Background: an optimization exercise with open tools, aiming at small area and a short achievable clock period. Do not read the settings as production practice.
RTL that was checked went through simulation tests only; none was proved equivalent to the original.
Power is estimated from default activity; no workload was simulated.

lane 1:
==> flow/design.v (excerpt) <==
module bit_population_counter #(
  parameter WIDTH                 = 256
) (
  input  logic                    clk_i,
  input  logic                    srst_i,
  input  logic [WIDTH-1:0]        data_i,
  input  logic                    data_val_i,
  output logic [$clog2(WIDTH):0]  data_o,
  output logic                    data_val_o
);
logic [19:0] cs_d, cs_q;
logic s1, c2, s3, c4, s5, c6, s7, c8, s9, c10, s11, c12, s13, c14, s15, c16;
logic s17, c18, s19, c20, s21, c22, s23, c24, s25, c26, s27, c28, s29, c30, s31, c32;
logic s33, c34, s35, c36, s37, c38, s39, c40, s41, c42, s43, c44, s45, c46, s47, c48;
logic s49, c50, s51, c52, s53, c54, s55, c56, s57, c58, s59, c60, s61, c62, s63, c64;
logic s65, c66, s67, c68, s69, c70, s71, c72, s73, c74, s75, c76, s77, c78, s79, c80;
logic s81, c82, s83, c84, s85, c86, s87, c88, s89, c90, s91, c92, s93, c94, s95, c96;
logic s97, c98, s99, c100, s101, c102, s103, c104, s105, c106, s107, c108, s109, c110, s111, c112;
logic s113, c114, s115, c116, s117, c118, s119, c120, s121, c122, s123, c124, s125, c126, s127, c128;
logic s129, c130, s131, c132, s133, c134, s135, c136, s137, c138, s139, c140, s141, c142, s143, c144;
logic s145, c146, s147, c148, s149, c150, s151, c152, s153, c154, s155, c156, s157, c158, s159, c160;
logic s161, c162, s163, c164, s165, c166, s167, c168, s169, c170, s171, c172, s173, c174, s175, c176;
logic s177, c178, s179, c180, s181, c182, s183, c184, s185, c186, s187, c188, s189, c190, s191, c192;
logic s193, c194, s195, c196, s197, c198, s199, c200, s201, c202, s203, c204, s205, c206, s207, c208;
logic s209, c210, s211, c212, s213, c214, s215, c216, s217, c218, s219, c220, s221, c222, s223, c224;
logic s225, c226, s227, c228, s229, c230, s231, c232, s233, c234, s235, c236, s237, c238, s239, c240;
logic s241, c242, s243, c244, s245, c246, s247, c248, s249, c250, s251, c252, s253, c254, s255, c256;
logic s257, c258, s259, c260, s261, c262, s263, c264, s265, c266, s267, c268, s269, c270, s271, c272;
  ...
Size: roughly 290 cells after synthesis, roughly 270 I/O pins, ~5500 sq um of cells after synthesis.
==> flow/config.mk <==
export PLATFORM = sky130hd
export DESIGN_NAME = bit_population_counter
export DESIGN_NICKNAME = bit_population_counter
export VERILOG_FILES = /design/flow/design.v
export SDC_FILE = /design/flow/constraint.sdc
export NUM_CORES = 4
export LEC_CHECK = 0
export CAP_MARGIN = 20
export CORE_MARGIN = 2
export CORE_UTILIZATION = 40
export CTS_BUF_LIST = sky130_fd_sc_hd__clkbuf_8
export SLEW_MARGIN = 20
export SYNTH_HIERARCHICAL = 1
==> flow/constraint.sdc <==
create_clock -name core_clock -period 11.0 [get_ports {clk_i}]
set_input_delay 2.2000 -clock core_clock [delete_from_list [all_inputs] [get_ports {clk_i}]]
set_output_delay 2.2000 -clock core_clock [all_outputs]
set_load 0.01 [all_outputs]
standard.sh (not shown) runs the stock make flow with config.mk's settings and CLKGATE_MAP_FILE= SYNTH_SCRIPT=/design/flow/synth_recipe.tcl, a recipe that flattens the netlist after the stock synthesis.
==> flow/flow/run.sh <==
#!/bin/bash
# The standard layout (standard.sh), with plain buf_1 cells as the port buffers and a
# small clock tree. The make output goes to standard.log; each ORFS step logs to orfs/logs/.
set -euo pipefail
export BUFFER_PORTS_ARGS="-buffer_cell sky130_fd_sc_hd__buf_1"
export CTS_ARGS="-sink_clustering_enable -repair_clock_nets -dont_use_dummy_load -buf_list sky130_fd_sc_hd__clkbuf_8"
bash standard.sh > standard.log 2>&1
Changes in lane 2 relative to lane 1:
--- a/flow/design.v
+++ b/flow/design.v
@@ -8,30 +8,39 @@
   assign s  = a ^ b ^ ci;
   assign co = ( a & b ) | ( a & ci ) | ( b & ci );
 endmodule
 module pc_ha (
   input  logic a,
   input  logic b,
   output logic s,
   output logic co
 );
   assign s  = a ^ b;
   assign co = a & b;
 endmodule
-module pc_cpa (
-  input  logic [8:0] x,
-  output logic [8:0] s
+module pc_x3 (
+  input  logic a,
+  input  logic b,
+  input  logic c,
+  output logic y
+);
+  assign y = a ^ b ^ c;
+endmodule
+module pc_mj (
+  input  logic a,
+  input  logic b,
+  input  logic c,
+  output logic y
 );
-  assign s = {1'b0, x[7], x[6], x[5], x[4], x[3], x[2], x[1], x[0]}
-           + {1'b0, 1'b0, 1'b0, 1'b0, 1'b0, 1'b0, 1'b0, 1'b0, x[8]};
+  assign y = ( a & b ) | ( a & c ) | ( b & c );
 endmodule
 module bit_population_counter #(
   parameter WIDTH                 = 256
 ) (
   input  logic                    clk_i,
   input  logic                    srst_i,
   input  logic [WIDTH-1:0]        data_i,
   input  logic                    data_val_i,
   output logic [$clog2(WIDTH):0]  data_o,
   output logic                    data_val_o
 );
 logic [19:0] cs_d, cs_q;
@@ -322,25 +331,32 @@
 assign cs_d[17] = c468;  
 assign cs_d[18] = c470;  
 assign cs_d[19] = c472;  
 always_ff @( posedge clk_i )
   cs_q <= cs_d;
 always_ff @( posedge clk_i )
   begin
     if( srst_i )
       data_val_o <= 1'b0;
     else
       data_val_o <= data_val_i;
   end
-  pc_fa u_s473 (.a(cs_q[3]), .b(cs_q[4]), .ci(cs_q[5]), .s(s473), .co(c474));
-  pc_fa u_s475 (.a(cs_q[6]), .b(cs_q[7]), .ci(cs_q[8]), .s(s475), .co(c476));
-  pc_fa u_s477 (.a(cs_q[9]), .b(cs_q[10]), .ci(cs_q[11]), .s(s477), .co(c478));
-  pc_fa u_s479 (.a(c474), .b(s475), .ci(s477), .s(s479), .co(c480));
-  pc_fa u_s481 (.a(cs_q[12]), .b(cs_q[13]), .ci(cs_q[14]), .s(s481), .co(c482));
-  pc_fa u_s483 (.a(cs_q[15]), .b(c476), .ci(c478), .s(s483), .co(c484));
-  pc_fa u_s485 (.a(s481), .b(c480), .ci(s483), .s(s485), .co(c486));
-  pc_fa u_s487 (.a(cs_q[16]), .b(cs_q[17]), .ci(cs_q[18]), .s(s487), .co(c488));
-  pc_fa u_s489 (.a(cs_q[19]), .b(c482), .ci(s487), .s(s489), .co(c490));
-  pc_fa u_s491 (.a(c484), .b(s489), .ci(c486), .s(s491), .co(c492));
-  pc_fa u_s493 (.a(c488), .b(c490), .ci(c492), .s(s493), .co(c494));
-  pc_cpa u_cpa (.x({cs_q[1], c494, s493, s491, s485, s479, s473, cs_q[2], cs_q[0]}), .s(data_o));
+  pc_x3 u_s473 (.a(cs_q[6]), .b(cs_q[7]), .c(cs_q[8]), .y(s473));
+  pc_mj u_c474 (.a(cs_q[6]), .b(cs_q[7]), .c(cs_q[8]), .y(c474));
+  pc_ha u_s475 (.a(cs_q[12]), .b(cs_q[13]), .s(s475), .co(c476));
+  pc_ha u_s477 (.a(cs_q[16]), .b(cs_q[17]), .s(s477), .co(c478));
+  pc_ha u_s479 (.a(cs_q[9]), .b(cs_q[10]), .s(s479), .co(c480));
+  pc_x3 u_s481 (.a(cs_q[14]), .b(cs_q[15]), .c(s475), .y(s481));
+  pc_mj u_c482 (.a(cs_q[14]), .b(cs_q[15]), .c(s475), .y(c482));
+  pc_x3 u_s483 (.a(cs_q[18]), .b(cs_q[19]), .c(c476), .y(s483));
+  pc_mj u_c484 (.a(cs_q[18]), .b(cs_q[19]), .c(c476), .y(c484));
+  pc_ha u_s485 (.a(cs_q[3]), .b(cs_q[4]), .s(s485), .co(c486));
+  pc_x3 u_s487 (.a(cs_q[11]), .b(s479), .c(s473), .y(s487));
+  pc_mj u_c488 (.a(cs_q[11]), .b(s479), .c(s473), .y(c488));
+  pc_x3 u_s489 (.a(c480), .b(c474), .c(s481), .y(s489));
+  pc_mj u_c490 (.a(c480), .b(c474), .c(s481), .y(c490));
+  pc_x3 u_s491 (.a(s477), .b(s483), .c(c482), .y(s491));
+  pc_mj u_c492 (.a(s477), .b(s483), .c(c482), .y(c492));
+  pc_ha u_s493 (.a(c478), .b(c484), .s(s493), .co(c494));
+assign data_o = {1'b0, c494, c492, c490, c488, c486, s485, cs_q[2], cs_q[0]}
+              + {1'b0, 1'b0, s493, s491, s489, s487, cs_q[5], 1'b0, cs_q[1]};
 endmodule
--- outcome ---
Looking at pin count of the biggest net entering global routing, lane 2 sits 2 above lane 1. Fmax essentially unchanged between lane 1 and lane 2. Lane 2 against lane 1: instance count of the mapped netlist grew by about 7%; number of max-cap violations held steady; final worst setup slack shrank by 0.0076 ns; met3 capacity usage during global routing shrank by 0.63 points. Amount of wire on met3 after detailed routing: lane 2 vs lane 1 down 25%. Lane 2 ends up with a switching power total that is about 10% higher than in lane 1. Per the comparison of lane 2 with lane 1, maximum single-stage delay on the critical path comparable, sequential power saw little to no change. Lane 2 vs lane 1 — multi-input combinational cell count climbed by a few percent.
Function not checked in lane 2: the RTL went through the layout flow alone.


main:
Another version of the RTL of bit_population_counter (not shown whole).
Size in the first run: roughly 290 cells after synthesis, about 21 flip-flops, roughly 270 I/O pins, about 5500 um^2 of cells after synthesis.
clock: 11.0 ns
lec_check: 0
cap_margin: 20
core_margin: 2
core_utilization: 40
cts_buf_list: sky130_fd_sc_hd__clkbuf_8
slew_margin: 20
synth_hierarchical: 1
Scripts as last shown in full above: flow/flow/run.sh
Modified inputs, the feature branch compared to main
--- a/flow/design.v
+++ b/flow/design.v
@@ -319,22 +319,22 @@
   cs_q <= cs_d;
 always_ff @( posedge clk_i )
   begin
     if( srst_i )
       data_val_o <= 1'b0;
     else
       data_val_o <= data_val_i;
   end
-  pc_fa u_s473 (.a(cs_q[3]), .b(cs_q[4]), .ci(cs_q[5]), .s(s473), .co(c474));
-  pc_fa u_s475 (.a(cs_q[6]), .b(cs_q[7]), .ci(cs_q[8]), .s(s475), .co(c476));
-  pc_fa u_s477 (.a(cs_q[9]), .b(cs_q[10]), .ci(cs_q[11]), .s(s477), .co(c478));
-  pc_fa u_s479 (.a(c474), .b(s475), .ci(s477), .s(s479), .co(c480));
-  pc_fa u_s481 (.a(cs_q[12]), .b(cs_q[13]), .ci(cs_q[14]), .s(s481), .co(c482));
-  pc_fa u_s483 (.a(cs_q[15]), .b(c476), .ci(c478), .s(s483), .co(c484));
-  pc_fa u_s485 (.a(s481), .b(c480), .ci(s483), .s(s485), .co(c486));
-  pc_fa u_s487 (.a(cs_q[16]), .b(cs_q[17]), .ci(cs_q[18]), .s(s487), .co(c488));
-  pc_fa u_s489 (.a(cs_q[19]), .b(c482), .ci(s487), .s(s489), .co(c490));
-  pc_fa u_s491 (.a(c484), .b(s489), .ci(c486), .s(s491), .co(c492));
-  pc_fa u_s493 (.a(c488), .b(c490), .ci(c492), .s(s493), .co(c494));
-assign data_o = {1'b0, c494, s493, s491, s485, s479, s473, cs_q[2], cs_q[0]}
-              + {1'b0, 1'b0, 1'b0, 1'b0, 1'b0, 1'b0, 1'b0, 1'b0, cs_q[1]};
+  pc_fa u_s473 (.a(cs_q[6]), .b(cs_q[7]), .ci(cs_q[8]), .s(s473), .co(c474));
+  pc_ha u_s475 (.a(cs_q[12]), .b(cs_q[13]), .s(s475), .co(c476));
+  pc_ha u_s477 (.a(cs_q[16]), .b(cs_q[17]), .s(s477), .co(c478));
+  pc_ha u_s479 (.a(cs_q[9]), .b(cs_q[10]), .s(s479), .co(c480));
+  pc_fa u_s481 (.a(cs_q[14]), .b(cs_q[15]), .ci(s475), .s(s481), .co(c482));
+  pc_fa u_s483 (.a(cs_q[18]), .b(cs_q[19]), .ci(c476), .s(s483), .co(c484));
+  pc_ha u_s485 (.a(cs_q[3]), .b(cs_q[4]), .s(s485), .co(c486));
+  pc_fa u_s487 (.a(cs_q[11]), .b(s479), .ci(s473), .s(s487), .co(c488));
+  pc_fa u_s489 (.a(c480), .b(c474), .ci(s481), .s(s489), .co(c490));
+  pc_fa u_s491 (.a(s477), .b(c482), .ci(s483), .s(s491), .co(c492));
+  pc_ha u_s493 (.a(c478), .b(c484), .s(s493), .co(c494));
+assign data_o = {1'b0, c494, c492, c490, c488, c486, s485, cs_q[2], cs_q[0]}
+              + {1'b0, 1'b0, s493, s491, s489, s487, cs_q[5], 1'b0, cs_q[1]};
 endmodule
==> run summary <==
~same sequential share of layout area in the feature branch and main
In the tables for the feature branch and main, area growth from synthesis to layout reads lower with the feature branch.
Summary of the comparison: met2 layer usage reported by global route is lower in the feature branch, relative to main.
Number of filler cells placed in the layout delta for the feature branch relative to main: 57 higher
STATUS worst setup slack: the feature branch wins against main
Starting density of the core: the feature branch lower than main
Changes observed in the feature branch relative to main: power went up by 190 uW, routed wire length went up by about 1.2%, total half-perimeter wirelength after legalization and detailed placement went up by 1.2%, clock-cell share of area was more or less identical.
The lower detailed-route wire length per cell came out of the feature branch.
Function was not checked in any run of this note: the RTL went through the layout flow alone.

[afterwards: timing with drivers on the ports]
The results above use ideal ports. As a check the final layouts listed here were re-extracted and re-timed, cells and wires unchanged. Step 1 (the two cells are an assumption about what drives the block):
set clk [get_ports {clk_i}]
set_driving_cell -lib_cell sky130_fd_sc_hd__clkbuf_16 $clk
set_driving_cell -lib_cell sky130_fd_sc_hd__buf_2 [delete_from_list [all_inputs] $clk]
Step 2 adds t to the input delays and takes it off the output delays; t is the mean of the earliest and latest rising clock arrival at the registers after step 1. Input paths then give back, and output paths get back, about the clock's delay inside the block. a / b / c = no drivers / after step 1 / after step 2; a / b = the first two.
| run | t (ns) | slack for setup (ns) | slew at the worst register clock pin (ns) |
|---|---|---|---|
| lane 1 | 0.285 | 5.283 / 5.288 / 5.003 | 0.07 / 0.07 |
| lane 2 | 0.278 | 5.276 / 5.273 / 4.995 | 0.08 / 0.08 |
| main | 0.282 | 5.247 / 5.255 / 4.973 | 0.08 / 0.08 |
| the feature branch | 0.282 | 5.287 / 5.287 / 5.005 | 0.07 / 0.07 |
After both steps every run listed still meets setup and hold. The setup slack of the feature branch, which loses most, moves by 0.000 ns with the drivers and by -0.282 ns with both steps.
